What follows belongs to an exercise in optimizing a design on an open flow for small area and few clock cycles per item; a production flow would make more cautious choices.
At most, simulation tests tie the RTL to the original design; equivalence was not proved.
The clock port is modelled as an ideal driver; clocking choices that lean on that would not hold on a real chip.

## v3
==> flow/design.v <==
module aq_axils_sample
(
  input         ARESETN,
  input         ACLK,
  input [31:0]  S_AXI_AWADDR,
  input [3:0]   S_AXI_AWCACHE,
  input [2:0]   S_AXI_AWPROT,
  input         S_AXI_AWVALID,
  output        S_AXI_AWREADY,
  input [31:0]  S_AXI_WDATA,
  input [3:0]   S_AXI_WSTRB,
  input         S_AXI_WVALID,
  output        S_AXI_WREADY,
  output        S_AXI_BVALID,
  input         S_AXI_BREADY,
  output [1:0]  S_AXI_BRESP,
  input [31:0]  S_AXI_ARADDR,
  input [3:0]   S_AXI_ARCACHE,
  input [2:0]   S_AXI_ARPROT,
  input         S_AXI_ARVALID,
  output        S_AXI_ARREADY,
  output [31:0] S_AXI_RDATA,
  output [1:0]  S_AXI_RRESP,
  output        S_AXI_RVALID,
  input         S_AXI_RREADY,
  output [31:0] LOCAL_REG0,
  output [31:0] LOCAL_REG1,
  output [31:0] LOCAL_REG2,
  output [31:0] LOCAL_REG3
);
  reg           bvalid, rvalid;
  reg [1:0]     raddr;
  reg           rmap;
  wire [3:0]    rsel;
  reg [31:0]    reg_data0, reg_data1, reg_data2, reg_data3;
  wire          wr_go  = S_AXI_AWVALID & S_AXI_WVALID;
  wire          rd_go  = S_AXI_ARVALID;
  wire          wr_map = ( S_AXI_AWADDR[7:4] == 4'd0 );
  wire          rd_map = ( S_AXI_ARADDR[7:4] == 4'd0 );
  assign S_AXI_AWREADY  = S_AXI_WVALID;
  assign S_AXI_WREADY   = S_AXI_AWVALID;
  assign S_AXI_BVALID   = bvalid;
  assign S_AXI_BRESP    = 2'b00;
  assign S_AXI_ARREADY  = S_AXI_ARVALID;
  assign S_AXI_RVALID   = rvalid;
  assign S_AXI_RRESP    = 2'b00;
  assign S_AXI_RDATA    = ( {32{rsel[0]}} & reg_data0 ) |
                          ( {32{rsel[1]}} & reg_data1 ) |
                          ( {32{rsel[2]}} & reg_data2 ) |
                          ( {32{rsel[3]}} & reg_data3 );
  always @( posedge ACLK or negedge ARESETN ) begin
    if( !ARESETN ) begin
      bvalid <= 1'b0;
      rvalid <= 1'b0;
    end else begin
      if( wr_go )
        bvalid <= 1'b1;
      else if( S_AXI_BREADY )
        bvalid <= 1'b0;
      if( rd_go )
        rvalid <= 1'b1;
      else if( S_AXI_RREADY )
        rvalid <= 1'b0;
    end
  end
  always @( posedge ACLK ) begin
    if( rd_go ) begin
      raddr <= S_AXI_ARADDR[3:2];
      rmap  <= rd_map;
    end
  end
  assign rsel[0] = rmap & ( raddr == 2'd0 );
  assign rsel[1] = rmap & ( raddr == 2'd1 );
  assign rsel[2] = rmap & ( raddr == 2'd2 );
  assign rsel[3] = rmap & ( raddr == 2'd3 );
  wire          wr_reg = wr_go & wr_map;
  wire [31:0]   wr_data = S_AXI_WDATA & {32{ARESETN}};
  wire          wr_en0 = ~ARESETN | ( wr_reg & ( S_AXI_AWADDR[3:2] == 2'd0 ) );
  wire          wr_en1 = ~ARESETN | ( wr_reg & ( S_AXI_AWADDR[3:2] == 2'd1 ) );
  wire          wr_en2 = ~ARESETN | ( wr_reg & ( S_AXI_AWADDR[3:2] == 2'd2 ) );
  wire          wr_en3 = ~ARESETN | ( wr_reg & ( S_AXI_AWADDR[3:2] == 2'd3 ) );
  always @( posedge ACLK ) begin
    if( wr_en0 ) reg_data0 <= wr_data;
    if( wr_en1 ) reg_data1 <= wr_data;
    if( wr_en2 ) reg_data2 <= wr_data;
    if( wr_en3 ) reg_data3 <= wr_data;
  end
  assign LOCAL_REG0 = reg_data0;
  assign LOCAL_REG1 = reg_data1;
  assign LOCAL_REG2 = reg_data2;
  assign LOCAL_REG3 = reg_data3;
endmodule
export LEC_CHECK = 0
export CAP_MARGIN = 0
export CORE_MARGIN = 2
export CORE_UTILIZATION = 70
export SLEW_MARGIN = 0
create_clock -name core_clock -period 5.0 [get_ports {ACLK}]
standard.sh (not shown) runs the stock make flow with config.mk's settings and CLKGATE_MAP_FILE= SYNTH_SCRIPT=/design/flow/synth_recipe.tcl, a recipe that flattens the netlist after the stock synthesis.
==> flow/flow/run.sh <==
#!/bin/bash
# The standard layout, with the smallest buffer cell on the ports, a
# hand-built clock tree (flow/clock_tree.tcl) in place of TritonCTS, and
# cells sized down after it (flow/recover.tcl).
set -euo pipefail
bash standard.sh "BUFFER_PORTS_ARGS=-buffer_cell sky130_fd_sc_hd__buf_1" \
  "PRE_CTS_TCL=$PWD/flow/clock_tree.tcl" \
  "POST_CTS_TCL=$PWD/flow/recover.tcl" \
  finish > standard_flow.log 2>&1
==> flow/flow/clock_tree.tcl <==
# Build the clock tree by hand, in place of TritonCTS: the clock port drives
# a few leaf buffers, each driving the registers of one region of the core
# (the sinks split into n_split_x columns of equal count, each column into
# n_split_y parts of equal count).
set leaf_master sky130_fd_sc_hd__clkbuf_8
set n_split_x 2
set n_split_y 4
set root_master sky130_fd_sc_hd__clkbuf_4
set max_port_loads 4

set block [ord::get_db_block]
set db [ord::get_db]
set clk_net [$block findNet ACLK]
set master [$db findMaster $leaf_master]

set sinks {}
foreach it [$clk_net getITerms] {
  set inst [$it getInst]
  set box [$inst getBBox]
  set x [expr {([$box xMin] + [$box xMax]) / 2}]
  set y [expr {([$box yMin] + [$box yMax]) / 2}]
  lappend sinks [list $x $y $it]
}
puts "clock_tree: [llength $sinks] sinks on ACLK"

# split items, sorted on coordinate idx, into n parts of near equal size
proc split_parts {items idx n} {
  set s [lsort -integer -index $idx $items]
  set parts {}
  set len [llength $s]
  for {set i 0} {$i < $n} {incr i} {
    set a [expr {($i * $len) / $n}]
    set b [expr {(($i + 1) * $len) / $n - 1}]
    lappend parts [lrange $s $a $b]
  }
  return $parts
}

set groups {}
foreach col [split_parts $sinks 0 $n_split_x] {
  foreach q [split_parts $col 1 $n_split_y] { lappend groups $q }
}

set leaf_in $clk_net
if { [llength $groups] > $max_port_loads } {
  set rmaster [$db findMaster $root_master]
  set root [odb::dbInst_create $block $rmaster "clkbuf_root"]
  set leaf_in [odb::dbNet_create $block "clknet_root"]
  $leaf_in setSigType CLOCK
  [$root findITerm A] connect $clk_net
  [$root findITerm X] connect $leaf_in
  set sx 0; set sy 0
  foreach s $sinks { incr sx [lindex $s 0]; incr sy [lindex $s 1] }
  set cx [expr {$sx / [llength $sinks]}]
  set cy [expr {$sy / [llength $sinks]}]
  $root setLocation [expr {$cx - [$rmaster getWidth] / 2}] [expr {$cy - [$rmaster getHeight] / 2}]
  $root setPlacementStatus PLACED
  puts "clock_tree: root buffer at ([expr {$cx / 1000.0}], [expr {$cy / 1000.0}])"
}

set k 0
foreach g $groups {
  set sx 0; set sy 0
  foreach s $g { incr sx [lindex $s 0]; incr sy [lindex $s 1] }
  set n [llength $g]
  set cx [expr {$sx / $n}]
  set cy [expr {$sy / $n}]
  set buf [odb::dbInst_create $block $master "clkbuf_leaf_$k"]
  set net [odb::dbNet_create $block "clknet_leaf_$k"]
  $net setSigType CLOCK
  foreach s $g {
    set it [lindex $s 2]
    $it disconnect
    $it connect $net
  }
  [$buf findITerm A] connect $leaf_in
  [$buf findITerm X] connect $net
  $buf setLocation [expr {$cx - [$master getWidth] / 2}] [expr {$cy - [$master getHeight] / 2}]
  $buf setPlacementStatus PLACED
  puts "clock_tree: leaf $k drives $n sinks from ([expr {$cx / 1000.0}], [expr {$cy / 1000.0}])"
  incr k
}
$clk_net setSigType CLOCK

set_propagated_clock [all_clocks]

# The tree is built: TritonCTS is not run.
proc clock_tree_synthesis {args} {
  puts "clock_tree: hand-built tree in place, clock_tree_synthesis skipped"
}
==> flow/flow/recover.tcl <==
# After the clock tree: the design has ample setup slack, so size cells down
# where timing allows, then repair any slew or capacitance this leaves.
repair_timing -recover_power 100
repair_design -slew_margin 10 -cap_margin 10
v3 did not make it past 5_1_grt, where a tool error ended it.
Inputs modified between v3 and v23:
--- a/flow/design.v
+++ b/flow/design.v
@@ -27,13 +27,11 @@
   output [31:0] LOCAL_REG1,
   output [31:0] LOCAL_REG2,
   output [31:0] LOCAL_REG3
 );
   reg           bvalid, rvalid;
-  reg [1:0]     raddr;
-  reg           rmap;
-  wire [3:0]    rsel;
+  reg [3:0]     rsel;
   reg [31:0]    reg_data0, reg_data1, reg_data2, reg_data3;
   wire          wr_go  = S_AXI_AWVALID & S_AXI_WVALID;
   wire          rd_go  = S_AXI_ARVALID;
   wire          wr_map = ( S_AXI_AWADDR[7:4] == 4'd0 );
   wire          rd_map = ( S_AXI_ARADDR[7:4] == 4'd0 );
@@ -63,18 +61,16 @@
         rvalid <= 1'b0;
     end
   end
   always @( posedge ACLK ) begin
     if( rd_go ) begin
-      raddr <= S_AXI_ARADDR[3:2];
-      rmap  <= rd_map;
+      rsel[0] <= rd_map & ( S_AXI_ARADDR[3:2] == 2'd0 );
+      rsel[1] <= rd_map & ( S_AXI_ARADDR[3:2] == 2'd1 );
+      rsel[2] <= rd_map & ( S_AXI_ARADDR[3:2] == 2'd2 );
+      rsel[3] <= rd_map & ( S_AXI_ARADDR[3:2] == 2'd3 );
     end
   end
-  assign rsel[0] = rmap & ( raddr == 2'd0 );
-  assign rsel[1] = rmap & ( raddr == 2'd1 );
-  assign rsel[2] = rmap & ( raddr == 2'd2 );
-  assign rsel[3] = rmap & ( raddr == 2'd3 );
   wire          wr_reg = wr_go & wr_map;
   wire [31:0]   wr_data = S_AXI_WDATA & {32{ARESETN}};
   wire          wr_en0 = ~ARESETN | ( wr_reg & ( S_AXI_AWADDR[3:2] == 2'd0 ) );
   wire          wr_en1 = ~ARESETN | ( wr_reg & ( S_AXI_AWADDR[3:2] == 2'd1 ) );
   wire          wr_en2 = ~ARESETN | ( wr_reg & ( S_AXI_AWADDR[3:2] == 2'd2 ) );
Findings:
v23 did not run to completion, as it errored out during 5_1_grt.
Cmp v23 vs v3: area fraction in compound gates after synthesis higher in v23
On v23: post-place instance area is 190 sq um lower than what v3 gave.
Summary — effective utilization at floorplan, v23 relative to v3: higher, by 0.97 points.
v23: post-synthesis cell count is 4 higher than what v3 reported.
Across both runs, global placement routability congestion was higher for v23 than for v3.
Testbench counts of v23, summed over its fixed seeds: cycles 4,096, items 2,048.
Only the layout flow was run in v3; the RTL was not checked for function there.
